What follows belongs to an exercise in optimizing a design on an open flow for small area; a production flow would make more cautious choices. Where RTL was checked, it was by simulation tests only, not by an equivalence proof against the original. Only the layout flow was run in runs 1, 3 and 4; the RTL was not checked for function there. Power and IR drop assume default switching activity.

[flow/flow/run.sh]
#!/bin/bash
# Standard synthesis, then a stronger ABC area pass over the combinational
# logic only (flip-flops, adders and tie cells are kept as they are, with
# their names), then the standard layout from that netlist.
set -euo pipefail
WORK=$(pwd)
R=$WORK/orfs/results/${FLOW_PLATFORM}/miniCPU/base
LIB=$FLOW_HOME/platforms/${FLOW_PLATFORM}/lib/sky130_fd_sc_hd__tt_025C_1v80.lib

bash standard.sh synth > synth_standard.log 2>&1
cp "$R/1_2_yosys.v" "$WORK/1_2_yosys.standard.v"

DU=$(sed -n '/DONT_USE_CELLS/,/^$/p' "$FLOW_HOME/platforms/${FLOW_PLATFORM}/config.mk" | tr -d '\\' \
     | grep -o 'sky130_fd_sc_hd__[a-z0-9_]*' | sed 's/^/-dont_use /' | tr '\n' ' ')
cp "$WORK/flow/reopt.abc" "$WORK/reopt.abc"
cat > "$WORK/reopt.ys" <<EOY
read_liberty -wb -ignore_miss_func $LIB
read_verilog $WORK/1_2_yosys.standard.v
hierarchy -top $FLOW_TOP
blackbox =sky130_fd_sc_hd__*df* =sky130_fd_sc_hd__fa_* =sky130_fd_sc_hd__ha_* =sky130_fd_sc_hd__conb_*
flatten -wb
opt_clean
abc -liberty $LIB $DU -script $WORK/reopt.abc
opt_clean -purge
read_liberty -lib -overwrite $LIB
hierarchy -top $FLOW_TOP
splitnets
opt_clean -purge
hilomap -singleton -hicell sky130_fd_sc_hd__conb_1 HI -locell sky130_fd_sc_hd__conb_1 LO
insbuf -buf sky130_fd_sc_hd__buf_4 A X
opt_clean -purge
check -assert -mapped
stat -liberty $LIB
write_verilog -noattr -nohex -nodec $WORK/1_2_yosys.reopt.v
EOY
yosys -s "$WORK/reopt.ys" > reopt.log 2>&1
cp "$WORK/1_2_yosys.reopt.v" "$R/1_2_yosys.v"
rm -f "$R/1_synth.odb" "$R/1_synth.sdc"
bash standard.sh finish > layout.log 2>&1
[flow/flow/reopt.abc]
strash;&get -n;&deepsyn -T 60;&put;&get -n;&dch -f;&nf -R 1000;&put
[flow/standard.sh]
#!/bin/bash
# synth_recipe.tcl (not shown) runs the flow's synth.tcl, then flattens the netlist and writes it again
# the make line also repeats each setting of config.mk as NAME=value (left out here)
make -C /OpenROAD-flow-scripts/flow DESIGN_CONFIG=/design/flow/config.mk WORK_HOME=/design/flow/orfs CLKGATE_MAP_FILE= SYNTH_SCRIPT=/design/flow/synth_recipe.tcl "${@:-finish}"
[flow/config.mk]
export PLATFORM = sky130hd
export DESIGN_NAME = miniCPU
export DESIGN_NICKNAME = miniCPU
export VERILOG_FILES = /design/flow/design.v
export SDC_FILE = /design/flow/constraint.sdc
export NUM_CORES = 4
export LEC_CHECK = 0
export ABC_AREA = 1
export CAP_MARGIN = 20
export CORE_MARGIN = 2
export CORE_UTILIZATION = 40
export SLEW_MARGIN = 20
[flow/constraint.sdc]
create_clock -name core_clock -period 20.0 [get_ports {clk}]
set_input_delay 4.0000 -clock core_clock [delete_from_list [all_inputs] [get_ports {clk}]]
set_output_delay 4.0000 -clock core_clock [all_outputs]
set_load 0.01 [all_outputs]
[flow/design.v]
module aluCPU(
    input [15:0] data1,
    input [15:0] data2,
    input [15:0] imm,
    input pass,
    input use_imm,
    input add,
    input sub,
    input mul,
    output [15:0] result
);
    wire [15:0] r0 = data1 & {16{pass | add | sub | (mul & data2[0])}};
    wire [15:0] r1 = (imm & {16{use_imm}})
                   | ((data2 ^ {16{sub}}) & {16{add | sub}})
                   | ({data1[14:0], 1'b0} & {16{mul & data2[1]}});
    wire [15:0] r2 = {data1[13:0], 2'b0} & {16{mul & data2[2]}};
    wire [15:0] r3 = {data1[12:0], 3'b0} & {16{mul & data2[3]}};
    wire [15:0] r4 = {data1[11:0], 4'b0} & {16{mul & data2[4]}};
    wire [15:0] r5 = {data1[10:0], 5'b0} & {16{mul & data2[5]}};
    wire neg = mul & data2[6];
    wire [15:0] r6 = {~data1[9:0] & {10{neg}}, 6'b0};
    wire [15:0] r7 = {9'd0, neg, 5'd0, sub};
    function [31:0] csa(input [15:0] a, input [15:0] b, input [15:0] c);
        reg [15:0] s, k;
        begin
            s = a ^ b ^ c;
            k = (a & b) | (a & c) | (b & c);
            csa = {k[14:0], 1'b0, s};
        end
    endfunction
    wire [31:0] l1a = csa(r0, r1, r2);
    wire [31:0] l1b = csa(r3, r4, r5);
    wire [31:0] l2a = csa(l1a[15:0], l1a[31:16], l1b[15:0]);
    wire [31:0] l2b = csa(l1b[31:16], r6, r7);
    wire [31:0] l3 = csa(l2a[15:0], l2a[31:16], l2b[15:0]);
    wire [31:0] l4 = csa(l3[15:0], l3[31:16], l2b[31:16]);
    wire [15:0] x = l4[15:0], y = l4[31:16];
    wire [16:0] c;
    assign c[0] = 1'b0;
    genvar g;
    generate
        for (g = 0; g < 16; g = g + 1) begin : rca
            assign result[g] = x[g] ^ y[g] ^ c[g];
            assign c[g+1] = (x[g] & y[g]) | (x[g] & c[g]) | (y[g] & c[g]);
        end
    endgenerate
endmodule
module memoryCPU (
    input clock,
    input clear,
    input regWrite,
    input [3:0] write_reg_addr,
    input [15:0] write_data,
    input [3:0] read_reg_addr,
    output reg [15:0] read_data
);
    reg [15:0] register [0:15];
    wire [15:0] wdata = write_data & {16{~clear}};
    integer i;
    always @(posedge clock) begin
        for (i = 0; i < 16; i = i + 1)
            if (clear | (regWrite & (write_reg_addr == i)))
                register[i] <= wdata;
    end
    always @(*) begin
        read_data = 16'd0;
        for (i = 0; i < 16; i = i + 1)
            read_data = read_data | (register[i] & {16{read_reg_addr == i}});
    end
endmodule
module lcd_controller (
    input clk,
    input reset_n,           
    input rst_n,             
    input start,
    input [2:0] opcode,
    input load,
    input [3:0] reg_idx,
    input [15:0] value,
    output reg [7:0] lcd_data,
    output reg lcd_rs,
    output wire lcd_rw,
    output reg lcd_en,
    output wire lcd_on,
    output wire lcd_blon
);
    localparam [2:0] STATE_IDLE = 0, STATE_INIT = 1, STATE_READY = 2,
                     STATE_WRITE_LINE1 = 3, STATE_LINE2_ADDR = 4, STATE_WRITE_LINE2 = 5;
    reg [2:0] state;
    reg [3:0] char_index;
    reg [10:0] counter;       
    reg wait_flag;
    reg [2:0] op_store;
    reg [3:0] reg_store;
    reg [15:0] val;           
    reg first_boot;
    reg prev_reset_n;
    reg system_active;
    assign lcd_rw = 1'b0;
    assign lcd_on = (state != STATE_IDLE);
    assign lcd_blon = (state != STATE_IDLE);
    function [7:0] init_cmds(input [3:0] idx);
        case (idx)
            4'd0: init_cmds = 8'h38;
            4'd1: init_cmds = 8'h38;
            4'd2: init_cmds = 8'h0C;
            4'd3: init_cmds = 8'h01;
            default: init_cmds = 8'h06;
        endcase
    endfunction
    function [39:0] get_op_string(input [2:0] op);
        case (op)
            3'b000: get_op_string = "LOAD ";
            3'b001: get_op_string = "ADD  ";
            3'b010: get_op_string = "ADDI ";
            3'b011: get_op_string = "SUB  ";
            3'b100: get_op_string = "SUBI ";
            3'b101: get_op_string = "MUL  ";
            3'b110: get_op_string = "CLEAR";
            default: get_op_string = "DPL  ";
        endcase
    endfunction
    wire val_neg = val[15];
    reg [15:0] step_k;
    always @(*) begin
        case ({val_neg, char_index[2:0]})
            4'b0001: step_k = -16'd10000;
            4'b0010: step_k = -16'd1000;
            4'b0011: step_k = -16'd100;
            4'b0100: step_k = -16'd10;
            4'b1001: step_k = 16'd10000;
            4'b1010: step_k = 16'd1000;
            4'b1011: step_k = 16'd100;
            4'b1100: step_k = 16'd10;
            4'b1101: step_k = 16'd1;
            default: step_k = -16'd1;
        endcase
    end
    wire [15:0] step_sum;
    wire [16:0] step_c;
    assign step_c[0] = 1'b0;
    genvar g;
    generate
        for (g = 0; g < 16; g = g + 1) begin : rca
            assign step_sum[g] = val[g] ^ step_k[g] ^ step_c[g];
            assign step_c[g+1] = (val[g] & step_k[g]) | (val[g] & step_c[g]) | (step_k[g] & step_c[g]);
        end
    endgenerate
    wire step_ok = val_neg ? (step_sum[15] | (step_sum == 16'd0)) : ~step_sum[15];
    wire extracting = (state == STATE_WRITE_LINE2) && wait_flag && !lcd_en && (char_index != 4'd0);
    wire is_clear = (op_store == 3'b110) && !first_boot;
    wire [39:0] op_str = get_op_string(op_store);
    always @(posedge clk) begin
        if (load && state == STATE_READY) begin
            reg_store <= reg_idx;
            val <= value;
        end else if (extracting && step_ok) begin
            val <= step_sum;
        end
        if (!rst_n) begin
            system_active <= 0;
            prev_reset_n <= 1;
            state <= STATE_IDLE;
            lcd_en <= 0;
        end else begin
            prev_reset_n <= reset_n;
            if (prev_reset_n == 1'b1 && reset_n == 1'b0)
                system_active <= ~system_active;
            if (system_active == 1'b0) begin
                state <= STATE_IDLE;
                lcd_en <= 0;
                wait_flag <= 0;
                counter <= 0;
                char_index <= 0;
                first_boot <= 1;
            end else if (state == STATE_IDLE) begin
                state <= STATE_INIT;
                char_index <= 0;
                wait_flag <= 0;
                first_boot <= 1;
            end else if (wait_flag) begin
                if (counter != 11'd935) begin
                    counter <= {counter[9:0], ~(counter[10] ^ counter[8])};
                    if (counter == 11'd1648) begin
                        lcd_en <= 0;
                        lcd_data[3:0] <= 4'd0;
                    end
                end else begin
                    wait_flag <= 0;
                    counter <= 0;
                end
                if (extracting && step_ok)
                    lcd_data[3:0] <= lcd_data[3:0] + 1'b1;
            end else begin
                case (state)
                    STATE_INIT: begin
                        lcd_rs <= 0;
                        lcd_data <= init_cmds(char_index);
                        lcd_en <= 1;
                        wait_flag <= 1;
                        if (char_index != 4'd4)
                            char_index <= char_index + 1'b1;
                        else begin
                            char_index <= 0;
                            state <= STATE_WRITE_LINE1;
                        end
                    end
                    STATE_READY: begin
                        if (start) begin
                            op_store <= opcode;
                            lcd_rs <= 0;
                            lcd_data <= 8'h01;
                            lcd_en <= 1;
                            wait_flag <= 1;
                            state <= STATE_WRITE_LINE1;
                            char_index <= 0;
                        end
                    end
                    STATE_WRITE_LINE1: begin
                        lcd_rs <= 1;
                        lcd_en <= 1;
                        wait_flag <= 1;
                        if (char_index < 5) begin
                            if (first_boot)
                                lcd_data <= " ";
                            else
                                lcd_data <= op_str >> (8 * (4 - char_index));
                        end else if (is_clear) begin
                            lcd_data <= " ";
                        end else begin
                            case (char_index)
                                4'd5: lcd_data <= " ";
                                4'd6: lcd_data <= "[";
                                4'd11: lcd_data <= "]";
                                default: lcd_data <= (reg_store[10 - char_index] && !first_boot) ? "1" : "0";
                            endcase
                        end
                        if (char_index != 4'd11)
                            char_index <= char_index + 1'b1;
                        else begin
                            char_index <= 0;
                            if (is_clear)
                                state <= STATE_READY;
                            else
                                state <= STATE_LINE2_ADDR;
                        end
                    end
                    STATE_LINE2_ADDR: begin
                        lcd_rs <= 0;
                        lcd_data <= 8'hC0;
                        lcd_en <= 1;
                        wait_flag <= 1;
                        state <= STATE_WRITE_LINE2;
                    end
                    STATE_WRITE_LINE2: begin
                        lcd_rs <= 1;
                        lcd_en <= 1;
                        wait_flag <= 1;
                        if (char_index == 4'd0)
                            lcd_data <= (val_neg && !first_boot) ? "-" : "+";
                        else
                            lcd_data <= {4'h3, first_boot ? 4'd0 : lcd_data[3:0]};
                        if (char_index != 4'd5)
                            char_index <= char_index + 1'b1;
                        else begin
                            first_boot <= 0;
                            state <= STATE_READY;
                        end
                    end
                    default: ;
                endcase
            end
        end
    end
endmodule
module miniCPU (
    input [17:0] switches,
    input ligar,
    input enviar,
    input clk,
    input rst_n,
    output [7:0] LCD_DATA,
    output LCD_RS,
    output LCD_RW,
    output LCD_EN,
    output LCD_ON,
    output LCD_BLON
);
    wire [2:0] opcode = switches[17:15];
    wire [3:0] reg_dest = switches[14:11];
    wire [3:0] reg_input1 = switches[10:7];
    wire [3:0] reg_input2 = switches[6:3];
    wire signal = switches[6];
    wire [15:0] imediato_module = {10'd0, switches[5:0]};
    wire [15:0] imediato = signal ? -imediato_module : imediato_module;
    localparam [2:0] LOAD = 3'b000, ADD = 3'b001, ADDI = 3'b010, SUB = 3'b011,
                     SUBI = 3'b100, MUL = 3'b101, CLEAR = 3'b110, DISPLAY = 3'b111;
    localparam [1:0] IDLE = 2'd0, EXECUTE = 2'd1, WRITE = 2'd2, WAIT_RELEASE = 2'd3;
    localparam [1:0] SEL_ADD = 2'b00, SEL_SUB = 2'b01, SEL_MUL = 2'b10, SEL_PASS = 2'b11;
    reg [1:0] state;
    reg write_enable;
    reg soft_reset;
    reg lcd_start_signal;
    reg [15:0] work;
    reg [1:0] alu_selector;
    wire [15:0] mem_read_data;
    wire [15:0] alu_result;
    reg ligar_high;
    always @(posedge clk or negedge ligar)
        if (~ligar) ligar_high <= 1'b0;
        else ligar_high <= 1'b1;
    wire memory_clear = ~ligar_high | soft_reset;
    wire executing = (state == EXECUTE);
    wire writing = (state == WRITE);
    wire [3:0] read_addr = executing ? reg_input2 : reg_input1;
    memoryCPU Memo (
        .clock(clk),
        .clear(memory_clear),
        .regWrite(write_enable),
        .write_reg_addr(reg_dest),
        .write_data(work),
        .read_reg_addr(read_addr),
        .read_data(mem_read_data)
    );
    wire op_rr = (opcode == ADD) | (opcode == SUB);
    wire w_load = (opcode == LOAD);
    wire w_pass = (opcode == DISPLAY) | (alu_selector == SEL_PASS);
    wire w_op = ~w_load & ~w_pass;
    wire m_pass = executing ? op_rr : (~w_load & w_pass);
    wire m_imm = executing ? ~op_rr : w_load;
    wire m_add = ~executing & w_op & (alu_selector == SEL_ADD);
    wire m_sub = ~executing & w_op & (alu_selector == SEL_SUB);
    wire m_mul = ~executing & w_op & (alu_selector == SEL_MUL);
    aluCPU ALU (
        .data1(mem_read_data),
        .data2(work),
        .imm(imediato),
        .pass(m_pass),
        .use_imm(m_imm),
        .add(m_add),
        .sub(m_sub),
        .mul(m_mul),
        .result(alu_result)
    );
    wire [3:0] current_lcd_reg_idx = (opcode == DISPLAY) ? reg_input1 : reg_dest;
    lcd_controller LCD (
        .clk(clk),
        .reset_n(ligar),
        .rst_n(rst_n),
        .start(lcd_start_signal),
        .opcode(opcode),
        .load(writing),
        .reg_idx(current_lcd_reg_idx),
        .value(alu_result),
        .lcd_data(LCD_DATA),
        .lcd_rs(LCD_RS),
        .lcd_rw(LCD_RW),
        .lcd_en(LCD_EN),
        .lcd_on(LCD_ON),
        .lcd_blon(LCD_BLON)
    );
    always @(posedge clk or negedge ligar) begin
        if (~ligar) begin
            state <= IDLE;
            write_enable <= 0;
            soft_reset <= 0;
            lcd_start_signal <= 0;
        end else begin
            case (state)
                IDLE: begin
                    write_enable <= 0;
                    soft_reset <= 0;
                    lcd_start_signal <= 0;
                    if (!enviar) state <= EXECUTE;
                end
                EXECUTE: state <= WRITE;
                WRITE: begin
                    lcd_start_signal <= 1;
                    if (opcode == CLEAR) begin
                        soft_reset <= 1;
                        write_enable <= 0;
                    end else if (opcode != DISPLAY) begin
                        write_enable <= 1;
                    end
                    state <= WAIT_RELEASE;
                end
                WAIT_RELEASE: begin
                    write_enable <= 0;
                    soft_reset <= 0;
                    lcd_start_signal <= 0;
                    if (enviar) state <= IDLE;
                end
            endcase
        end
    end
    always @(posedge clk) begin
        if (executing) begin
            case (opcode)
                ADD, ADDI: alu_selector <= SEL_ADD;
                SUB, SUBI: alu_selector <= SEL_SUB;
                MUL: alu_selector <= SEL_MUL;
                default: alu_selector <= SEL_PASS;
            endcase
        end
        if (executing | writing)
            work <= alu_result;
    end
endmodule
==> results of run 1 <==
[state kept, by name (all words and copies together) (netlist names), 2 cells and up]
| register | cells |
|---|---|
| Memo.register | 256 |
| LCD.val | 16 |
| work | 16 |
| LCD.counter | 11 |
| LCD.lcd_data | 8 |
| LCD.char_index | 4 |
| LCD.reg_store | 4 |
| LCD.op_store | 3 |
| LCD.state | 3 |
| alu_selector | 2 |
| state | 2 |
[through the flow]
step | cells | hold WS (ps) | total power, mW | utilization [%]
2_1_floorplan | 1233 | 450.5 | 1.848 | -
3_3_place_gp | 1831 | 469.0 | 2.246 | 43.79
3_5_place_dp | 1831 | 494.9 | 2.271 | 43.79
4_1_cts | 1891 | 510.9 | 2.878 | 46.33
5_1_grt | 1891 | 558.0 | 3.037 | 46.33
6_report | 1891 | 508.5 | 2.866 | 46.33
[worst max path at each step]
stage                startpoint          end  slack [ps]  depth (start not counted)
CTS                 switches[6]  LCD.val[15]        6460                         39
floorplan           switches[9]  LCD.val[15]        7180                         34
finish              switches[6]  LCD.val[15]        6480                         39
detailed placement  switches[6]  LCD.val[15]        5900                         39
global route        switches[6]  LCD.val[15]        5860                         39
global placement    switches[6]  LCD.val[15]        6090                         39
[power breakdown]
part / total (mW) / internal [mW] / switching [mW]
sequential: 1.19 / 1.10 / 0.0939
combinational: 1.06 / 0.373 / 0.691
clock: 0.607 / 0.343 / 0.264
[critical path: cells and delay by family]
family / cells / cell delay [ps]
and+or+nand+nor: 5 / 850
buffers and inverters: 9 / 1490
AOI/OAI and AO/OA: 5 / 1090
adders and majority gates: 16 / 5740
xor gates and xnor gates: 4 / 590
[layout by cell type (no fill, tap or decap), types with 28 or more instances in the layout]
cell type,count
edfxtp_1,323
and2_0,36
nor2b_1,28
o21ai_0,44
clkinv_1,115
a22oi_1,34
nand2_1,101
clkdlybuf4s50_1,33
ha_1,47
a222oi_1,37
clkbuf_16,34
fa_1,78
buf_4,38
a21oi_1,32
nor2_1,78
[cell type report]
| type | instances | area, sq um | area share, % |
|---|---|---|---|
| sequential | 335 | 9970 | 52.58 |
| multi-input combinational | 783 | 6257 | 33.00 |
| timing repair buffer | 71 | 615.6 | 3.246 |
| inverter | 110 | 412.9 | 2.178 |
| clock buffer | 44 | 888.4 | 4.685 |
| clock inverter | 16 | 152.6 | 0.8050 |
| tap | 532 | 665.6 | 3.510 |
[layer usage]
layer | routed length (microns) | GRT usage [%] | vias up
met5 | 0 | 0 | -
li1 | - | - | 4892
met1 | 18470 | 27.77 | 5628
met4 | 1525 | 7.557 | 0
met2 | 21850 | 34.76 | 511
met3 | 3411 | 3.086 | 106
==> metrics.md, run 1 <==
| Metric | Value |
|---|---|
| Outcome | complete, no violations |
| CP required | 20260 ps |
| H-tree Lvls | 2 |
| Gpl congestion | 0.9550 |
| Sink Count | between 300 and 400 |
| Total number of vias | 11140 |
| Row cnt | 74 |
| Filler cell count | 3664 |
| Crit-path max FO | 16 |
| Die Y | 207.8 microns |
| Final worst-path cycle share | 67.58% |
| Synth warn | 5 |
| Hpwl dp | 29730 microns |
| Leakage dissipation | approximately 6.5 nW |
| Routed wire length per instance | 23.93 microns |
| CP most frequent cell | fa_1 |
| RSZ-0062 raised after global routing | no |
| GR Overflow Total | 0 |
| Crit path DAT | 13780 ps |
| CP peak stage delay | 650 ps |
| I/O pin cnt | 35 |
| Final Cell Area | 18960 sq um |
| Nets@finish | 1482 |
| Synth Cell Area | 16610 sq um |
| Reg clk slew, reported paths | ~60 ps |
| CP endpoint kind | flop |
| Slew @ Worst Pin | 1125 ps |
| CTS Root Cell | clkbuf_16 |
| Critical R2R Launch | LCD.char_index[0] |
| Clock Path Buffers | 3 |
| VDD IR-drop max | between 0.09 and 0.1 mV |
| Setup TNS | 0 ps |
| Setup Skew | 21.96 ps |
| Final worst setup slack | 6483 ps |
| Pre-CTS setup slack | 5898 ps |
| Hold path start | lcd_start_signal |
| Max-cap violations | 0 |
| N_diodes | 0 |
| Total Wirelength | 45250 microns |
| Post-cts gate resize count | 0 |
| Slew headroom | roughly a quarter |
| Post-CTS setup buffer count | 0 |
| Syn nets | around 1400 |
| Worst Setup Path Type | in -> reg |
| Die ar. | 43180 sq um |
| Detailed Route Iter0 Violations | roughly 1100 |
| Remaining antenna violation count | 0 |
| Num CTS Buffers | 34 |
| Final Hold Vio Count | 0 |
| Avg Inst Size Synth | roughly 13 sq um |
| Initial antenna violation count | 0 |
| Slowest library cell on the worst path | clkdlybuf4s50_1 |
| IO Port Bufs | 33 |
| Area growth syn-to-layout | 14.14% |
| Final setup violation count | 0 |
| Starting Density | 40.59% |
| Pwr dens | around 150 nW/um^2 |
| R2R depth | 26 |
| GRT Total Usage | 20.84% |
| Die X | 207.8 microns |
| Worst skew pair latency | 540 ps |
| Hold buffer count at CTS | 0 |
| FMAX | between 0.07 and 0.08 GHz |
| Crit path time final | 13520 ps |
| Vias/cell | about 6 |
| Global-route wire length before repair | 68360 microns |
| Synth Instances | 1233 |
| DRC | 0 |
| Hold/Removal Path Class | reg -> reg |
| Largest net degree at the start of global routing | 33 |
| Final slew viol count | 0 |
| Placeable Area | 40920 sq um |
| DR pass1 iterations | 6 |
| DP Area | 17920 sq um |
| CTS tree | done |
| Reg2Reg Setup Slack | 9210 ps |
| WHS Path Cells | 2 |
| Layout cells sized above 1 | 7.506% |
| Hold EP | lcd_start_signal |
| RR Endpoint | LCD.lcd_data[3] |
| Startpoint type of the worst setup path | primary input |
| Vias in the first global route | 11220 |
==> inputs of run 2 (changes only) <==
--- a/flow/design.v
+++ b/flow/design.v
@@ -3,14 +3,9 @@
     input [15:0] data2,
-    input [15:0] imm,
-    input pass,
-    input use_imm,
-    input add,
-    input sub,
-    input mul,
+    input [1:0] sel,
     output [15:0] result
 );
-    wire [15:0] r0 = data1 & {16{pass | add | sub | (mul & data2[0])}};
-    wire [15:0] r1 = (imm & {16{use_imm}})
-                   | ((data2 ^ {16{sub}}) & {16{add | sub}})
-                   | ({data1[14:0], 1'b0} & {16{mul & data2[1]}});
+    wire mul = sel[1];
+    wire sub = ~sel[1] & sel[0];
+    wire [15:0] r0 = data1 & {16{~mul | data2[0]}};
+    wire [15:0] r1 = mul ? ({data1[14:0], 1'b0} & {16{data2[1]}}) : (data2 ^ {16{sub}});
     wire [15:0] r2 = {data1[13:0], 2'b0} & {16{mul & data2[2]}};
@@ -298,3 +293,2 @@
     localparam [1:0] IDLE = 2'd0, EXECUTE = 2'd1, WRITE = 2'd2, WAIT_RELEASE = 2'd3;
-    localparam [1:0] SEL_ADD = 2'b00, SEL_SUB = 2'b01, SEL_MUL = 2'b10, SEL_PASS = 2'b11;
     reg [1:0] state;
@@ -312,5 +306,3 @@
     wire memory_clear = ~ligar_high | soft_reset;
-    wire executing = (state == EXECUTE);
-    wire writing = (state == WRITE);
-    wire [3:0] read_addr = executing ? reg_input2 : reg_input1;
+    wire [3:0] read_addr = (state == EXECUTE) ? reg_input2 : reg_input1;
     memoryCPU Memo (
@@ -324,11 +316,2 @@
     );
-    wire op_rr = (opcode == ADD) | (opcode == SUB);
-    wire w_load = (opcode == LOAD);
-    wire w_pass = (opcode == DISPLAY) | (alu_selector == SEL_PASS);
-    wire w_op = ~w_load & ~w_pass;
-    wire m_pass = executing ? op_rr : (~w_load & w_pass);
-    wire m_imm = executing ? ~op_rr : w_load;
-    wire m_add = ~executing & w_op & (alu_selector == SEL_ADD);
-    wire m_sub = ~executing & w_op & (alu_selector == SEL_SUB);
-    wire m_mul = ~executing & w_op & (alu_selector == SEL_MUL);
     aluCPU ALU (
@@ -336,8 +319,3 @@
         .data2(work),
-        .imm(imediato),
-        .pass(m_pass),
-        .use_imm(m_imm),
-        .add(m_add),
-        .sub(m_sub),
-        .mul(m_mul),
+        .sel(alu_selector),
         .result(alu_result)
@@ -345,2 +323,11 @@
     wire [3:0] current_lcd_reg_idx = (opcode == DISPLAY) ? reg_input1 : reg_dest;
+    reg [15:0] current_lcd_value;
+    always @(*) begin
+        if (opcode == LOAD)
+            current_lcd_value = imediato;
+        else if (opcode == DISPLAY)
+            current_lcd_value = mem_read_data;
+        else
+            current_lcd_value = alu_result;
+    end
     lcd_controller LCD (
@@ -351,5 +338,5 @@
         .opcode(opcode),
-        .load(writing),
+        .load(state == WRITE),
         .reg_idx(current_lcd_reg_idx),
-        .value(alu_result),
+        .value(current_lcd_value),
         .lcd_data(LCD_DATA),
@@ -396,12 +383,14 @@
     always @(posedge clk) begin
-        if (executing) begin
+        if (state == EXECUTE) begin
             case (opcode)
-                ADD, ADDI: alu_selector <= SEL_ADD;
-                SUB, SUBI: alu_selector <= SEL_SUB;
-                MUL: alu_selector <= SEL_MUL;
-                default: alu_selector <= SEL_PASS;
+                ADD: begin alu_selector <= 2'b00; work <= mem_read_data; end
+                ADDI: begin alu_selector <= 2'b00; work <= imediato; end
+                SUB: begin alu_selector <= 2'b01; work <= mem_read_data; end
+                SUBI: begin alu_selector <= 2'b01; work <= imediato; end
+                MUL: begin alu_selector <= 2'b10; work <= imediato; end
+                default: begin alu_selector <= 2'b00; work <= 16'd0; end
             endcase
+        end else if (state == WRITE) begin
+            work <= current_lcd_value;
         end
-        if (executing | writing)
-            work <= alu_result;
     end
==> flow/run.sh (new file) <==
#!/bin/bash
# synth_recipe.tcl (not shown) runs the flow's synth.tcl, then flattens the netlist and writes it again
# the make line also repeats each setting of config.mk as NAME=value (left out here)
make -C /OpenROAD-flow-scripts/flow DESIGN_CONFIG=/design/flow/config.mk WORK_HOME=/design/flow/orfs CLKGATE_MAP_FILE= SYNTH_SCRIPT=/design/flow/synth_recipe.tcl finish
removed: flow/flow/run.sh
removed: flow/flow/reopt.abc
removed: flow/standard.sh
==> run 2 against run 1 <==
Flip-flop and latch count unchanged. Total power is 35% higher. Die area grew 11%. Clock skew grew 14 ps. Register-to-register slack got worse by 190 ps. Hold slack got worse by 33 ps. Cell area increased by 9.2%. Utilization decreased by 0.89 points. Synthesized area up 12%. Maximum frequency rose by 3.6%. Synthesized cell count increased by 43%. Critical path type unchanged. Largest power group is now combinational cells. Highest routed layer unchanged.
==> metrics.md, run 2 <==
| Metric | Value |
|---|---|
| Outcome | complete, no violations |
| Placeable Area | 45580 sq um (+11%) |
| Top Metal Used | met4 |
| Vias in the first global route | 12910 (+15%) |
| Commonest non-fill, non-tap cells in the layout | nand2_1, edfxtp_1, inv_1 |
| Global-route wire length before repair | 76520 microns (+12%) |
| Final core occ | 45.45% (-0.89 points) |
| Die Y | 219.2 microns (+5.5%) |
| Remaining antenna violation count | 0 (unchanged) |
| Crit-path max FO | 16 (unchanged) |
| Max-cap violations | 0 (unchanged) |
| Vias/cell | 5.423 (-7.9%) |
| Met3 WL post-DR | 3355 microns (-1.6%) |
| Setup TNS | 0 ps (unchanged) |
| Final worst setup slack | 6952 ps (+468.7 ps) |
| Avg Inst Size Synth | 10.51 sq um (-22%) |
| Hpwl dp | 34300 microns (+15%) |
| CP required | 20310 ps (+50 ps) |
| Synth Flop Type | edfxtp_1 |
| Hold buffer count at CTS | 0 (unchanged) |
| Total power | 3.860 mW (+35%) |
| Clock Path Buffers | 3 (unchanged) |
| Final worst-path cycle share | 65.24% (-2.3 points) |
| Num CTS Buffers | 38 (+12%) |
| CTS tree | done |
| Max reg flops | 256 (unchanged) |
| CP endpoint kind | flop |
| Initial antenna violation count | 0 (unchanged) |
| Largest net degree at the start of global routing | 27 (-18%) |
| Synth Instances | 1763 (+43%) |
| Commonest non-fill, non-tap cell in the layout | nand2_1 |
| Final Cell Area | 20710 sq um (+9.2%) |
| Synth top area share | 52.36% |
| Leakage dissipation | 8.410 nW (+30%) |
| Wl on met1 | 21360 microns (+16%) |
| Final setup violation count | 0 (unchanged) |
| Slew @ Worst Pin | 1108 ps (-16.87 ps) |
| FMAX | 0.07664 GHz (+3.6%) |
| Setup Skew | 35.83 ps (+13.87 ps) |
| Post-synthesis async set-or-reset flop share | 1.791% |
| Post-synth top cells | nand2_1, edfxtp_1, inv_1 |
| Post-synth EDFFs | 323 |
| Biggest regs | Memo.register: 256 flops, LCD.val: 16 flops, work: 16 flops |
| Pwr dens | 186.4 nW/um^2 (+23%) |
| Worst hold margin | 475.0 ps (-33.46 ps) |
| Routed wire length per instance | 20.67 microns (-14%) |
| Count leader, synth | nand2_1 |
| Largest Register | Memo.register |
| GRT Total Usage | 21.20% (+0.36 points) |
| Crit path DAT | 13360 ps (-420 ps) |
| Crit path time final | 13050 ps (-468.7 ps) |
| DRC | 0 (unchanged) |
| Reg clk slew, reported paths | 60 ps (about the same) |
| Die X | 219.2 microns (+5.5%) |
| Total number of vias | 13160 (+18%) |
| IO Port Bufs | 33 (unchanged) |
| Filler cell count | 4226 (+15%) |
| Layout cells sized above 1 | 9.414% (+1.9 points) |
| I/O pin cnt | 35 (unchanged) |
| Gpl congestion | 0.9123 (-4.5%) |
| DP Area | 19500 sq um (+8.8%) |
| Distinct cells, synth | 58 |
| CP peak stage delay | 700 ps (+50 ps) |
| H-tree Lvls | 2 (unchanged) |
| Seq/Total Area, Yosys | 53.82% |
| Placed cells | 2360 (+29%) |
| Sink Count | 335 (unchanged) |
| Slowest library cell on the worst path | clkdlybuf4s50_1 |
| R2R depth | 26 (unchanged) |
| WHS Path Cells | 2 (unchanged) |
| Synth Cell Area | 18520 sq um (+12%) |
| Final slew viol count | 0 (unchanged) |
| Worst Setup Path Type | in -> reg |
| CTS Root Cell | clkbuf_16 |
| Hold/Removal Path Class | reg -> reg |
| Seq cells post-synth | approximately 340 |
| VDD IR-drop max | 0.1006 mV (+11%) |
| Area growth syn-to-layout | 11.83% |
| Worst skew pair latency | 560 ps (+20 ps) |
| Total Wirelength | 50160 microns (+11%) |
| Pre-CTS setup slack | 6400 ps (+502.8 ps) |
| Final cell count without fillers | 2427 (+28%) |
| CP most frequent cell | fa_1 |
| Post-CTS setup buffer count | 0 (unchanged) |
| RSZ-0062 raised after global routing | no |
| Post-cts gate resize count | 0 (unchanged) |
| Nets@finish | 1945 (+31%) |
| Met2 WL | 24020 microns (+10%) |
| Synth warn | 5 (unchanged) |
| Row cnt | 78 (+5.4%) |
| Starting Density | 40.64% (+0.049 points) |
| Die ar. | 48040 sq um (+11%) |
| Slew headroom | 26.10% (+1.1 points) |
| Synth area leaders | edfxtp_1, fa_1, nand2_1 |
| Detailed Route Iter0 Violations | 1252 (+11%) |
| N_diodes | 0 (unchanged) |
| Final Hold Vio Count | 0 (unchanged) |
| DR pass1 iterations | 6 (unchanged) |
| Startpoint type of the worst setup path | primary input |
| Top cell type by total area after synthesis | edfxtp_1 |
| Syn nets | 1908 (+38%) |
| GR Overflow Total | 0 (unchanged) |
==> run 2: cell count changes in the layout (fill, tap and decap cells not counted), sizes merged, moves of 37 or more <==
cell    previous run  this run
nand2            101       397
a21oi             32        84
a222oi            37         0
nor2              79       206
inv                1       243
clkinv           122        21
==> run 2: final timing paths <==
| check | start | endpoint | slack, ps |
|---|---|---|---|
| worst max-delay path | switches[6] | work[15] | 6950 |
| worst min-delay path | LCD.prev_reset_n | LCD.system_active | 480 |
| worst max register to register | LCD.char_index[0] | LCD.val[9] | 9020 |
| worst min register to register | LCD.prev_reset_n | LCD.system_active | 480 |
| max in group asynchronous | ligar | state[1] | 16010 |
| min in group asynchronous | ligar | soft_reset | 3740 |
==> run 2: area by class of cell <==
cell class	instances	area, sq um	area share, %
Clock inverter	20	198.9	0.9604
Multi-Input combinational cell	1130	7427	35.86
Tap cell	600	750.7	3.624
Sequential cell	335	9970	48.13
Clock buffer	47	984.7	4.754
Inverter	246	928.4	4.482
Timing Repair Buffer	49	454.2	2.193
==> run 2: logic make-up (layout without fill, tap and decap cells) <==
kind of cell	Yosys count	count (layout)	synth area share (%)
other	2	2	0.04054
AOI/OAI and AO/OA	285	285	9.835
xor gates and xnor gates	13	13	0.6147
and+or+nand+nor	693	693	16.66
DFF	335	335	53.82
adders and majority gates	123	123	11.47
buffers and inverters	298	362	6.796
muxes	14	14	0.7565
==> run 2: critical path: cells and delay by family <==
kind            cells  cell delay, ps
compound gates      3             630
xor+xnor            1             220
fa+ha+maj          16            5490
buf+inv             9            1320
simple gates       18            1680
==> run 2: where the power goes <==
part           switching [mW]  leakage [nW]  total [mW]  internal, mW
clock network           0.290         0.581       0.671         0.381
registers              0.0756          3.39        1.13          1.05
logic                    1.36          4.44        2.06         0.703
total                    1.72          8.41        3.86          2.14
==> run 2: routing by layer <==
layer | up-vias | GRT usage (%)
met1 | 6500 | 28.82
met2 | 533 | 35.40
met5 | - | 0
li1 | 6025 | -
met4 | 0 | 6.577
met3 | 104 | 2.758
==> inputs of run 3 (changes only) <==
--- a/flow/design.v
+++ b/flow/design.v
@@ -3,9 +3,14 @@
     input [15:0] data2,
-    input [1:0] sel,
+    input [15:0] imm,
+    input pass,
+    input use_imm,
+    input add,
+    input sub,
+    input mul,
     output [15:0] result
 );
-    wire mul = sel[1];
-    wire sub = ~sel[1] & sel[0];
-    wire [15:0] r0 = data1 & {16{~mul | data2[0]}};
-    wire [15:0] r1 = mul ? ({data1[14:0], 1'b0} & {16{data2[1]}}) : (data2 ^ {16{sub}});
+    wire [15:0] r0 = data1 & {16{pass | add | sub | (mul & data2[0])}};
+    wire [15:0] r1 = (imm & {16{use_imm}})
+                   | ((data2 ^ {16{sub}}) & {16{add | sub}})
+                   | ({data1[14:0], 1'b0} & {16{mul & data2[1]}});
     wire [15:0] r2 = {data1[13:0], 2'b0} & {16{mul & data2[2]}};
@@ -49,17 +54,40 @@
     input [3:0] read_reg_addr,
-    output reg [15:0] read_data
+    output [15:0] read_data
 );
-    reg [15:0] register [0:15];
-    wire [15:0] wdata = write_data & {16{~clear}};
+    reg phase;
+    reg write_d;
+    reg [3:0] addr_d;
+    reg clear_d;
+    reg [7:0] ring_a [0:15];
+    reg [7:0] ring_b [0:15];
+    always @(posedge clock) begin
+        phase <= ~phase;
+        write_d <= regWrite;
+        addr_d <= write_reg_addr;
+        clear_d <= clear;
+    end
+    wire clr = clear | clear_d;
+    wire [3:0] waddr = regWrite ? write_reg_addr : addr_d;
+    wire wen = regWrite | write_d;
+    wire [7:0] wbits = (phase ? write_data[7:0] : write_data[15:8]) & {8{~clr}};
     integer i;
     always @(posedge clock) begin
-        for (i = 0; i < 16; i = i + 1)
-            if (clear | (regWrite & (write_reg_addr == i)))
-                register[i] <= wdata;
+        for (i = 0; i < 16; i = i + 1) begin
+            ring_b[i] <= ring_a[i];
+            if (clr | (wen & (waddr == i)))
+                ring_a[i] <= wbits;
+            else
+                ring_a[i] <= ring_b[i];
+        end
     end
+    reg [7:0] rd_a, rd_b;
     always @(*) begin
-        read_data = 16'd0;
-        for (i = 0; i < 16; i = i + 1)
-            read_data = read_data | (register[i] & {16{read_reg_addr == i}});
+        rd_a = 8'd0;
+        rd_b = 8'd0;
+        for (i = 0; i < 16; i = i + 1) begin
+            rd_a = rd_a | (ring_a[i] & {8{read_reg_addr == i}});
+            rd_b = rd_b | (ring_b[i] & {8{read_reg_addr == i}});
+        end
     end
+    assign read_data = (phase ? {rd_a, rd_b} : {rd_b, rd_a}) & {16{~clear_d}};
 endmodule
@@ -75,3 +103,3 @@
     output reg [7:0] lcd_data,
-    output reg lcd_rs,
+    output wire lcd_rs,
     output wire lcd_rw,
@@ -84,3 +112,3 @@
     reg [2:0] state;
-    reg [3:0] char_index;
+    reg [3:0] char_index;     
     reg [10:0] counter;       
@@ -90,2 +118,3 @@
     reg [15:0] val;           
+    reg [3:0] digit;          
     reg first_boot;
@@ -96,11 +125,2 @@
     assign lcd_blon = (state != STATE_IDLE);
-    function [7:0] init_cmds(input [3:0] idx);
-        case (idx)
-            4'd0: init_cmds = 8'h38;
-            4'd1: init_cmds = 8'h38;
-            4'd2: init_cmds = 8'h0C;
-            4'd3: init_cmds = 8'h01;
-            default: init_cmds = 8'h06;
-        endcase
-    endfunction
     function [39:0] get_op_string(input [2:0] op);
@@ -144,5 +164,42 @@
     wire step_ok = val_neg ? (step_sum[15] | (step_sum == 16'd0)) : ~step_sum[15];
-    wire extracting = (state == STATE_WRITE_LINE2) && wait_flag && !lcd_en && (char_index != 4'd0);
+    wire extracting = (state == STATE_WRITE_LINE2) && wait_flag && !lcd_en &&
+                      (char_index != 4'd0) && !first_boot;
     wire is_clear = (op_store == 3'b110) && !first_boot;
     wire [39:0] op_str = get_op_string(op_store);
+    wire [3:0] ci_prev = char_index - 1'b1;
+    always @(*) begin
+        lcd_data = 8'hxx;
+        case (state)
+            STATE_INIT:
+                case (char_index)
+                    4'd1, 4'd2: lcd_data = 8'h38;
+                    4'd3: lcd_data = 8'h0C;
+                    default: lcd_data = 8'h01;
+                endcase
+            STATE_WRITE_LINE1:
+                if (char_index == 4'd0)
+                    lcd_data = first_boot ? 8'h06 : 8'h01;
+                else if (ci_prev < 5)
+                    lcd_data = first_boot ? " " : op_str >> (8 * (4 - ci_prev));
+                else if (is_clear || ci_prev == 4'd5)
+                    lcd_data = " ";
+                else if (ci_prev == 4'd6)
+                    lcd_data = "[";
+                else
+                    lcd_data = (reg_store[10 - ci_prev] && !first_boot) ? "1" : "0";
+            STATE_LINE2_ADDR:
+                lcd_data = "]";
+            STATE_WRITE_LINE2:
+                if (char_index == 4'd0)
+                    lcd_data = 8'hC0;
+                else if (char_index == 4'd1)
+                    lcd_data = (val_neg && !first_boot) ? "-" : "+";
+                else
+                    lcd_data = {4'h3, digit};
+            default:  
+                lcd_data = is_clear ? " " : {4'h3, digit};
+        endcase
+    end
+    assign lcd_rs = ((char_index != 4'd0) && (state == STATE_WRITE_LINE1 || state == STATE_WRITE_LINE2))
+                  || state == STATE_LINE2_ADDR || state == STATE_READY;
     always @(posedge clk) begin
@@ -180,3 +237,3 @@
                         lcd_en <= 0;
-                        lcd_data[3:0] <= 4'd0;
+                        digit <= 4'd0;
                     end
@@ -187,3 +244,3 @@
                 if (extracting && step_ok)
-                    lcd_data[3:0] <= lcd_data[3:0] + 1'b1;
+                    digit <= digit + 1'b1;
             end else begin
@@ -191,4 +248,2 @@
                     STATE_INIT: begin
-                        lcd_rs <= 0;
-                        lcd_data <= init_cmds(char_index);
                         lcd_en <= 1;
@@ -199,2 +254,3 @@
                             char_index <= 0;
+                            op_store <= 3'b000;
                             state <= STATE_WRITE_LINE1;
@@ -205,4 +261,2 @@
                             op_store <= opcode;
-                            lcd_rs <= 0;
-                            lcd_data <= 8'h01;
                             lcd_en <= 1;
@@ -214,20 +268,4 @@
                     STATE_WRITE_LINE1: begin
-                        lcd_rs <= 1;
                         lcd_en <= 1;
                         wait_flag <= 1;
-                        if (char_index < 5) begin
-                            if (first_boot)
-                                lcd_data <= " ";
-                            else
-                                lcd_data <= op_str >> (8 * (4 - char_index));
-                        end else if (is_clear) begin
-                            lcd_data <= " ";
-                        end else begin
-                            case (char_index)
-                                4'd5: lcd_data <= " ";
-                                4'd6: lcd_data <= "[";
-                                4'd11: lcd_data <= "]";
-                                default: lcd_data <= (reg_store[10 - char_index] && !first_boot) ? "1" : "0";
-                            endcase
-                        end
                         if (char_index != 4'd11)
@@ -243,4 +281,2 @@
                     STATE_LINE2_ADDR: begin
-                        lcd_rs <= 0;
-                        lcd_data <= 8'hC0;
                         lcd_en <= 1;
@@ -250,9 +286,4 @@
                     STATE_WRITE_LINE2: begin
-                        lcd_rs <= 1;
                         lcd_en <= 1;
                         wait_flag <= 1;
-                        if (char_index == 4'd0)
-                            lcd_data <= (val_neg && !first_boot) ? "-" : "+";
-                        else
-                            lcd_data <= {4'h3, first_boot ? 4'd0 : lcd_data[3:0]};
                         if (char_index != 4'd5)
@@ -293,2 +324,3 @@
     localparam [1:0] IDLE = 2'd0, EXECUTE = 2'd1, WRITE = 2'd2, WAIT_RELEASE = 2'd3;
+    localparam [1:0] SEL_ADD = 2'b00, SEL_SUB = 2'b01, SEL_MUL = 2'b10, SEL_PASS = 2'b11;
     reg [1:0] state;
@@ -306,3 +338,5 @@
     wire memory_clear = ~ligar_high | soft_reset;
-    wire [3:0] read_addr = (state == EXECUTE) ? reg_input2 : reg_input1;
+    wire executing = (state == EXECUTE);
+    wire writing = (state == WRITE);
+    wire [3:0] read_addr = executing ? reg_input2 : reg_input1;
     memoryCPU Memo (
@@ -316,2 +350,11 @@
     );
+    wire op_rr = (opcode == ADD) | (opcode == SUB);
+    wire w_load = (opcode == LOAD);
+    wire w_pass = (opcode == DISPLAY) | (alu_selector == SEL_PASS);
+    wire w_op = ~w_load & ~w_pass;
+    wire m_pass = executing ? op_rr : (~w_load & w_pass);
+    wire m_imm = executing ? ~op_rr : w_load;
+    wire m_add = ~executing & w_op & (alu_selector == SEL_ADD);
+    wire m_sub = ~executing & w_op & (alu_selector == SEL_SUB);
+    wire m_mul = ~executing & w_op & (alu_selector == SEL_MUL);
     aluCPU ALU (
@@ -319,3 +362,8 @@
         .data2(work),
-        .sel(alu_selector),
+        .imm(imediato),
+        .pass(m_pass),
+        .use_imm(m_imm),
+        .add(m_add),
+        .sub(m_sub),
+        .mul(m_mul),
         .result(alu_result)
@@ -323,11 +371,2 @@
     wire [3:0] current_lcd_reg_idx = (opcode == DISPLAY) ? reg_input1 : reg_dest;
-    reg [15:0] current_lcd_value;
-    always @(*) begin
-        if (opcode == LOAD)
-            current_lcd_value = imediato;
-        else if (opcode == DISPLAY)
-            current_lcd_value = mem_read_data;
-        else
-            current_lcd_value = alu_result;
-    end
     lcd_controller LCD (
@@ -338,5 +377,5 @@
         .opcode(opcode),
-        .load(state == WRITE),
+        .load(writing),
         .reg_idx(current_lcd_reg_idx),
-        .value(current_lcd_value),
+        .value(alu_result),
         .lcd_data(LCD_DATA),
@@ -383,14 +422,12 @@
     always @(posedge clk) begin
-        if (state == EXECUTE) begin
+        if (executing) begin
             case (opcode)
-                ADD: begin alu_selector <= 2'b00; work <= mem_read_data; end
-                ADDI: begin alu_selector <= 2'b00; work <= imediato; end
-                SUB: begin alu_selector <= 2'b01; work <= mem_read_data; end
-                SUBI: begin alu_selector <= 2'b01; work <= imediato; end
-                MUL: begin alu_selector <= 2'b10; work <= imediato; end
-                default: begin alu_selector <= 2'b00; work <= 16'd0; end
+                ADD, ADDI: alu_selector <= SEL_ADD;
+                SUB, SUBI: alu_selector <= SEL_SUB;
+                MUL: alu_selector <= SEL_MUL;
+                default: alu_selector <= SEL_PASS;
             endcase
-        end else if (state == WRITE) begin
-            work <= current_lcd_value;
         end
+        if (executing | writing)
+            work <= alu_result;
     end
--- a/flow/config.mk
+++ b/flow/config.mk
@@ -11,2 +11,4 @@
 export CORE_UTILIZATION = 40
+export CTS_CLUSTER_DIAMETER = 60
+export CTS_CLUSTER_SIZE = 20
 export SLEW_MARGIN = 20
==> run 3 against run 2 <==
Critical path depth is 3 lower. First-iteration DRC count is 6.5% lower. Global-route usage is 2.2 points higher. Die area is 7.2% lower. Total power is 34% lower. Cell count is 12% higher. Clock power is 13% lower. Still clean on timing, DRC and antenna. Non-clock buffer count is 1 lower. Critical endpoint is now LCD.val[15]. Register-to-register slack better by 270 ps. Synthesized area is 7.3% lower.
==> metrics.md, run 3 <==
| Metric | Value |
|---|---|
| Post-CTS setup buffer count | 0 (unchanged) |
| WP buf/inv | 7 (-2) |
| Final worst-path cycle share | 66.92% (+1.7 points) |
| Hold buffer count at CTS | 0 (unchanged) |
| Starting Density | 40.74% (+0.098 points) |
| Total number of vias | 13960 (+6.0%) |
| Synth Cell Area | 17170 sq um (-7.3%) |
| Post-synth top cells | nand2_1, dfxtp_1, inv_1 |
| Distinct cells, synth | 58 (unchanged) |
| Global-route wire length before repair | 80330 microns (+5.0%) |
| Placeable Area | 42130 sq um (-7.6%) |
| Die ar. | 44590 sq um (-7.2%) |
| Seq/Total Area, Yosys | 43.09% (-11 points) |
| FMAX | 0.07471 GHz (-2.5%) |
| Gpl congestion | 0.9444 (+3.5%) |
| Avg Inst Size Synth | 8.014 sq um (-24%) |
| Die X | 211.2 microns (-3.7%) |
| CTS tree | done |
| CP most frequent cell | fa_1 |
| DRC | 0 (unchanged) |
| Commonest non-fill, non-tap cell in the layout | nand2_1 |
| GR Overflow Total | 0 (unchanged) |
| Commonest non-fill, non-tap cells in the layout | nand2_1, dfxtp_1, inv_1 |
| Seq cells post-synth | 337 (+0.60%) |
| Startpoint type of the worst setup path | primary input |
| Worst skew pair latency | 610 ps (+50 ps) |
| Slowest library cell on the worst path | clkdlybuf4s50_1 |
| Cell family with the largest share of critical-path delay | adder cells |
| Area growth syn-to-layout | 10.33% |
| Routed wire length per instance | 18.90 microns (-8.5%) |
| Reg clk slew, reported paths | 80 ps (+20 ps) |
| Setup TNS | 0 ps (unchanged) |
| Biggest regs | Memo.ring_a: 128 flops, Memo.ring_b: 128 flops |
| Max-cap violations | 0 (unchanged) |
| Final setup violation count | 0 (unchanged) |
| Worst Setup Path Type | in -> reg |
| DR pass1 iterations | 5 (-1) |
| Post-synth EDFFs | 62 (-81%) |
| CP endpoint kind | flop |
| Outcome | complete, no violations |
| Num CTS Buffers | 28 (-26%) |
| RSZ-0062 raised after global routing | no |
| Leakage dissipation | 8.150 nW (-3.1%) |
| Largest net degree at the start of global routing | 37 (+37%) |
| Clock Path Buffers | 3 (unchanged) |
| IO Port Bufs | 33 (unchanged) |
| Slew headroom | 24.45% (-1.7 points) |
| Crit path time final | 13380 ps (+336.5 ps) |
| Nets@finish | 2302 (+18%) |
| Synth Instances | 2142 (+21%) |
| Die Y | 211.2 microns (-3.7%) |
| VDD IR-drop max | 0.06884 mV (-32%) |
| Row cnt | 75 (-3.8%) |
| Crit-path max FO | 16 (unchanged) |
| Sink Count | 337 (+0.60%) |
| Top cell type by total area after synthesis | dfxtp_1 |
| Post-synthesis async set-or-reset flop share | 1.780% (-0.011 points) |
| Detailed Route Iter0 Violations | 1170 (-6.5%) |
| Slew @ Worst Pin | 1119 ps (+10.66 ps) |
| Synth warn | 6 (+1) |
| CP required | 20350 ps (+40 ps) |
| Total Wirelength | 51360 microns (+2.4%) |
| Synth area leaders | dfxtp_1, nand2_1, edfxtp_1 |
| Crit path DAT | 13730 ps (+370 ps) |
| Setup Skew | 40.21 ps (+4.382 ps) |
| GRT Total Usage | 23.44% (+2.2 points) |
| CTS Root Cell | clkbuf_16 |
| CP peak stage delay | 610 ps (-90 ps) |
| Layout cells sized above 1 | 5.842% (-3.6 points) |
| Pwr dens | 134.1 nW/um^2 (-28%) |
| Final Hold Vio Count | 0 (unchanged) |
| Initial antenna violation count | 9 (+9) |
| Vias in the first global route | 13940 (+7.9%) |
| Worst hold margin | 347.1 ps (-127.9 ps) |
| Remaining antenna violation count | 0 (unchanged) |
| Hpwl dp | 39560 microns (+15%) |
| Vias/cell | 5.137 (-5.3%) |
| Count leader, synth | nand2_1 |
| Post-cts gate resize count | 0 (unchanged) |
| Final slew viol count | 0 (unchanged) |
| H-tree Lvls | 1 (-1) |
| Syn nets | 2288 (+20%) |
| Synth top area share | 31.37% (-21 points) |
| I/O pin cnt | 35 (unchanged) |
| Synth Flop Type | dfxtp_1 |
| Hold/Removal Path Class | reg -> reg |
==> run 3: cell count changes after synthesis, moves of 13 or more <==
cell	before	now
edfxtp_1	323	62
inv_1	230	261
a21oi_1	83	57
o21ai_0	84	185
mux2i_1	14	1
nand3_1	41	57
nand2_1	371	669
a22o_1	36	3
dfxtp_1	6	269
==> run 3: per-stage QoR <==
step	setup WS (ps)	utilization, %	cells	area, sq um	power, mW
6_report	6616	44.95	2717	18940	2.540
5_1_grt	6085	44.93	2714	18930	2.731
4_1_cts	6608	44.88	2713	18910	2.553
3_5_place_dp	5964	42.57	2665	17930	1.946
3_3_place_gp	6160	42.52	2665	17920	1.946
2_1_floorplan	7390	-	2142	17170	1.624
==> run 3: cell type report <==
type / instances / area (sq um)
antenna: 4 / 10.01
inverter: 269 / 1012
tap: 539 / 674.4
sequential: 337 / 7397
multi-input combinational: 1472 / 8427
clock inverter: 17 / 252.7
clock buffer: 31 / 721.9
timing repair buffer: 48 / 442.9
fill: 4243 / 23200
==> run 3: path summary, 6_finish.rpt <==
check	startpoint	endpoint	slack (ps)	cells past startpoint
setup / recovery	switches[6]	LCD.val[15]	6620	44
hold / removal	Memo.ring_a[6][5]	Memo.ring_b[6][5]	350	0
setup reg to reg	LCD.char_index[0]	LCD.digit[2]	9290	26
hold reg to reg	Memo.ring_a[6][5]	Memo.ring_b[6][5]	350	0
max in group asynchronous	ligar	write_enable	15960	1
min in group asynchronous	ligar	state[1]	3720	1
==> run 3: logic make-up (layout without fill, tap and decap cells) <==
group,after synthesis,after routing,share of synthesized area (%)
xor+xnor,26,26,1.327
flops,337,337,43.09
compound gates,305,305,10.03
mux,1,1,0.05832
fa+ha+maj,124,124,12.45
other cells,2,6,0.04375
buf+inv,333,365,8.047
simple gates,1014,1014,24.95
==> run 3: where the power goes <==
group,leakage [nW],switching [mW],internal (mW)
sequential,2.88,0.0951,0.878
clock,0.475,0.294,0.292
combinational,4.80,0.660,0.322
total,8.15,1.05,1.49
==> run 3: worst register-to-register path, stage by stage, from the launching register on <==
cell and delay, ps:
edfxtp_1 720, clkinv_1 530, ha_1 400, inv_1 90
ha_1 180, inv_1 130, o21ai_0 200, ha_1 180
inv_1 50, fa_1 430, fa_1 430, fa_1 440
fa_1 430, fa_1 430, fa_1 420, fa_1 420
fa_1 440, fa_1 440, fa_1 440, fa_1 430
fa_1 430, fa_1 460, fa_1 560, nand3_1 90
o41ai_1 440, o2111ai_1 390, a211oi_1 740
==> run 3: layer usage <==
metal / up-vias / global-route usage (%) / routed length (microns)
li1: 6834 / - / -
met1: 6562 / 31.20 / 22790
met2: 444 / 39.69 / 23940
met3: 104 / 3.657 / 3067
met4: 12 / 6.217 / 1487
met5: - / 0 / 81
==> inputs of run 4 (changes only) <==
==> flow/flow/run.sh (new file) <==
#!/bin/bash
# Standard synthesis, then a stronger ABC area pass over the combinational
# logic only (flip-flops, adders and tie cells are kept as they are, with
# their names), then the standard layout from that netlist with the extra
# make settings in flow/params.sh (clock-tree and port-buffer options).
set -euo pipefail
WORK=$(pwd)
R=$WORK/orfs/results/${FLOW_PLATFORM}/miniCPU/base
LIB=$FLOW_HOME/platforms/${FLOW_PLATFORM}/lib/sky130_fd_sc_hd__tt_025C_1v80.lib
source "$WORK/flow/params.sh"

bash standard.sh synth > synth_standard.log 2>&1
cp "$R/1_2_yosys.v" "$WORK/1_2_yosys.standard.v"

DU=$(sed -n '/DONT_USE_CELLS/,/^$/p' "$FLOW_HOME/platforms/${FLOW_PLATFORM}/config.mk" | tr -d '\\' \
     | grep -o 'sky130_fd_sc_hd__[a-z0-9_]*' | sed 's/^/-dont_use /' | tr '\n' ' ')
cp "$WORK/flow/reopt.abc" "$WORK/reopt.abc"
cat > "$WORK/reopt.ys" <<EOY
read_liberty -wb -ignore_miss_func $LIB
read_verilog $WORK/1_2_yosys.standard.v
hierarchy -top $FLOW_TOP
blackbox =sky130_fd_sc_hd__*df* =sky130_fd_sc_hd__fa_* =sky130_fd_sc_hd__ha_* =sky130_fd_sc_hd__conb_*
flatten -wb
opt_clean
abc -liberty $LIB $DU -script $WORK/reopt.abc
opt_clean -purge
read_liberty -lib -overwrite $LIB
hierarchy -top $FLOW_TOP
splitnets
opt_clean -purge
hilomap -singleton -hicell sky130_fd_sc_hd__conb_1 HI -locell sky130_fd_sc_hd__conb_1 LO
insbuf -buf sky130_fd_sc_hd__buf_4 A X
opt_clean -purge
check -assert -mapped
stat -liberty $LIB
write_verilog -noattr -nohex -nodec $WORK/1_2_yosys.reopt.v
EOY
yosys -s "$WORK/reopt.ys" > reopt.log 2>&1
cp "$WORK/1_2_yosys.reopt.v" "$R/1_2_yosys.v"
rm -f "$R/1_synth.odb" "$R/1_synth.sdc"
bash standard.sh "${LAYOUT_VARS[@]}" finish > layout.log 2>&1
==> flow/flow/params.sh (new file) <==
# extra make settings for the layout steps
LAYOUT_VARS=(
  "CTS_ARGS=-sink_clustering_enable -repair_clock_nets -dont_use_dummy_load -sink_clustering_size 16 -sink_clustering_max_diameter 60"
  "BUFFER_PORTS_ARGS=-buffer_cell sky130_fd_sc_hd__buf_1"
)
==> flow/flow/reopt.abc (new file) <==
strash;&get -n;&deepsyn -T 60;&put;&get -n;&dch -f;&nf -R 1000;&put
==> flow/standard.sh (new file) <==
#!/bin/bash
# synth_recipe.tcl (not shown) runs the flow's synth.tcl, then flattens the netlist and writes it again
# the make line also repeats each setting of config.mk as NAME=value (left out here)
make -C /OpenROAD-flow-scripts/flow DESIGN_CONFIG=/design/flow/config.mk WORK_HOME=/design/flow/orfs CLKGATE_MAP_FILE= SYNTH_SCRIPT=/design/flow/synth_recipe.tcl "${@:-finish}"
--- a/flow/config.mk
+++ b/flow/config.mk
@@ -11,4 +11,2 @@
 export CORE_UTILIZATION = 40
-export CTS_CLUSTER_DIAMETER = 60
-export CTS_CLUSTER_SIZE = 20
 export SLEW_MARGIN = 20
removed: flow/run.sh
==> run 4 against run 3 <==
Flip-flop and latch count did not move. Register-to-register slack got worse by 500 ps. Sequential share of layout area rose by 4.0 points. Critical path type unchanged. Largest power group is now sequential cells.
==> metrics.md, run 4 <==
| Metric | Value |
|---|---|
| Final Hold Vio Count | 0 (unchanged) |
| Detailed Route Iter0 Violations | 1436 (+23%) |
| Starting Density | 40.78% (about the same) |
| Gpl congestion | 0.8989 (-4.8%) |
| Leakage dissipation | 6.347 nW (-22%) |
| Total number of vias | 12210 (-13%) |
| CP peak stage delay | 500 ps (-110 ps) |
| Synth Cell Area | 15430 sq um (-10%) |
| Pre-CTS setup slack | 5561 ps (-402.4 ps) |
| Hpwl dp | 32010 microns (-19%) |
| Num CTS Buffers | 29 (+3.6%) |
| Crit path DAT | 14210 ps (+480 ps) |
| Final worst setup slack | 6064 ps (-551.3 ps) |
| Setup TNS | 0 ps (unchanged) |
| Pwr dens | 141.7 nW/um^2 (+5.7%) |
| CTS Root Cell | clkbuf_16 |
| Initial antenna violation count | 0 (-9) |
| CP most frequent cell | fa_1 |
| Layout cells sized above 1 | 3.844% (-2.0 points) |
| Crit path time final | 13940 ps (+551.3 ps) |
| WP buf/inv | 6 (-1) |
| Worst skew pair latency | 590 ps (-20 ps) |
| Met3 WL post-DR | 2650 microns (-14%) |
| GRT Total Usage | 21.93% (-1.5 points) |
| Syn nets | 1716 (-25%) |
| CTS tree | done |
| Worst hold margin | 306.9 ps (-40.14 ps) |
| Met2 WL | 20150 microns (-16%) |
| IO Port Bufs | 33 (unchanged) |
| Vias/cell | 5.611 (+9.2%) |
| Die X | 200.4 microns (-5.1%) |
| Total Wirelength | 44220 microns (-14%) |
| H-tree Lvls | 1 (unchanged) |
| Worst Setup Path Type | in -> reg |
| Area growth syn-to-layout | 11.27% |
| Cell family with the largest share of critical-path delay | adder cells |
| Filler cell count | 3678 (-13%) |
| Startpoint type of the worst setup path | primary input |
| I/O pin cnt | 35 (unchanged) |
| Die ar. | 40160 sq um (-9.9%) |
| Sink Count | 337 (unchanged) |
| Wl on met1 | 19360 microns (-15%) |
| Final worst-path cycle share | 69.68% (+2.8 points) |
| Largest net degree at the start of global routing | 23 (-38%) |
| Slew headroom | 26.50% (+2.1 points) |
| Commonest non-fill, non-tap cells in the layout | dfxtp_1, nand2_1, nor2_1 |
| CP required | 20270 ps (-80 ps) |
| FMAX | 0.07176 GHz (-4.0%) |
| Crit-path max FO | 16 (unchanged) |
| Outcome | complete, no violations |
| Placeable Area | 37840 sq um (-10%) |
| DRC | 0 (unchanged) |
| Synth Instances | 1570 (-27%) |
| Top Metal Used | met4 |
| Reg clk slew, reported paths | 70 ps (about the same) |
| DR pass1 iterations | 6 (+1) |
| RSZ-0062 raised after global routing | no |
| Remaining antenna violation count | 0 (unchanged) |
| N_diodes | 0 (-4) |
| Die Y | 200.4 microns (-5.1%) |
| Routed wire length per instance | 20.32 microns (+7.5%) |
| Vias in the first global route | 12250 (-12%) |
| Final setup violation count | 0 (unchanged) |
| Synth warn | 6 (unchanged) |
| VDD IR-drop max | 0.08614 mV (+25%) |
| Biggest regs | Memo.ring_a: 128 flops, Memo.ring_b: 128 flops |
| Final slew viol count | 0 (unchanged) |
| GR Overflow Total | 0 (unchanged) |
| Nets@finish | 1813 (-21%) |
| Slew @ Worst Pin | 1091 ps (-28.20 ps) |
| Setup Skew | 78.81 ps (+38.60 ps) |
| Post-cts gate resize count | 0 (unchanged) |
| Avg Inst Size Synth | 9.829 sq um (+23%) |
| Commonest non-fill, non-tap cell in the layout | dfxtp_1 |
| Row cnt | 71 (-5.3%) |
| Hold buffer count at CTS | 0 (unchanged) |
| Hold/Removal Path Class | reg -> reg |
| Slowest library cell on the worst path | fa_1 |
| CP endpoint kind | flop |
| Global-route wire length before repair | 69750 microns (-13%) |
| Clock Path Buffers | 3 (unchanged) |
| Post-CTS setup buffer count | 0 (unchanged) |
| Max-cap violations | 0 (unchanged) |
run 4: changes by cell type in the layout (fill, tap and decap cells not counted), moves of 17 or more:
| cell | previous run | this run |
|---|---|---|
| nand2_1 | 669 | 210 |
| buf_1 | 0 | 33 |
| a22oi_1 | 0 | 37 |
| nand2b_1 | 0 | 17 |
| a21oi_1 | 47 | 97 |
| clkinv_1 | 2 | 124 |
| and2_0 | 0 | 36 |
| a222oi_1 | 0 | 46 |
| clkdlybuf4s50_1 | 33 | 0 |
| nand3_1 | 57 | 34 |
| inv_1 | 261 | 0 |
| o21ai_0 | 185 | 103 |
| buf_4 | 15 | 34 |
run 4: final timing paths:
| kind | depth (start not counted) | start | endpoint | slack, ps |
|---|---|---|---|---|
| min in group asynchronous | 1 | ligar | state[0] | 3350 |
| worst min register to register | 0 | Memo.ring_a[2][7] | Memo.ring_b[2][7] | 310 |
| max in group asynchronous | 1 | ligar | write_enable | 16340 |
| worst max-delay path | 39 | switches[3] | LCD.val[15] | 6060 |
| worst min-delay path | 0 | Memo.ring_a[2][7] | Memo.ring_b[2][7] | 310 |
| worst max register to register | 40 | state[1] | LCD.val[15] | 8790 |
run 4: per-stage QoR:
stage	utilization (%)	power, mW	area [sq um]	cells
2_1_floorplan	-	1.601	15430	1570
3_3_place_gp	43.45	1.933	16440	2147
3_5_place_dp	43.45	1.948	16440	2147
4_1_cts	45.37	2.437	17170	2176
5_1_grt	45.37	2.591	17170	2176
6_report	45.37	2.434	17170	2176
run 4: per-layer routing:
metal	vias up	track usage [%]
li1	5747	-
met3	106	2.922
met2	390	35.44
met1	5967	29.51
met5	-	0
met4	0	9.656
run 4: worst reg2reg max path: cells and delay by family, from the launching register on:
| kind | cells | cell delay (ps) |
|---|---|---|
| compound gates | 5 | 1550 |
| simple gates | 6 | 810 |
| fa+ha+maj | 17 | 6580 |
| xor+xnor | 6 | 960 |
| flops | 1 | 410 |
| buf+inv | 6 | 610 |
run 4: area by class of cell:
cell class,instances,area [sq um],area share (%)
well taps,511,639.4,3.724
clock buffers,29,725.7,4.226
inverters,124,465.4,2.711
multi-input cells,1108,7564,44.05
flip-flops and latches,337,7397,43.08
repair buffers,67,379.1,2.208
run 4: report_power, final:
part | switching [mW] | internal [mW] | total (mW)
registers | 0.144 | 0.936 | 1.08
clock network | 0.236 | 0.253 | 0.489
logic | 0.566 | 0.299 | 0.865
total | 0.946 | 1.49 | 2.43

==> afterwards: timing with drivers on the ports <==
No port has a modelled driver above. Below, the same layouts with a new extraction and two added sets of constraints.
Step 1 assumes that a clkbuf_16 drives the clock port and a buf_2 every other input.
Step 2 times the ports against the registers' clock, not the clock port: input delays grow and output delays shrink by t, the midpoint of the rising clock arrivals with the driver on.
Three values: ideal, step 1, step 2; two values: the first two.
run	t (ns)	slack for setup (ns)	worst setup path at the end	latest minus earliest clock arrival (ns)
run 1	0.574	6.483 / 6.487 / 5.914	input to register	0.023 / 0.023
run 2	0.597	6.952 / 6.942 / 6.346	input to register	0.037 / 0.037
run 3	0.649	6.616 / 6.588 / 5.940	input to register	0.041 / 0.041
run 4	0.611	6.064 / 6.063 / 5.453	input to register	0.079 / 0.079
After both steps setup and hold are still met in every run listed. The setup slack of run 3, which loses most, moves by -0.028 ns with the drivers and by -0.676 ns with both steps.
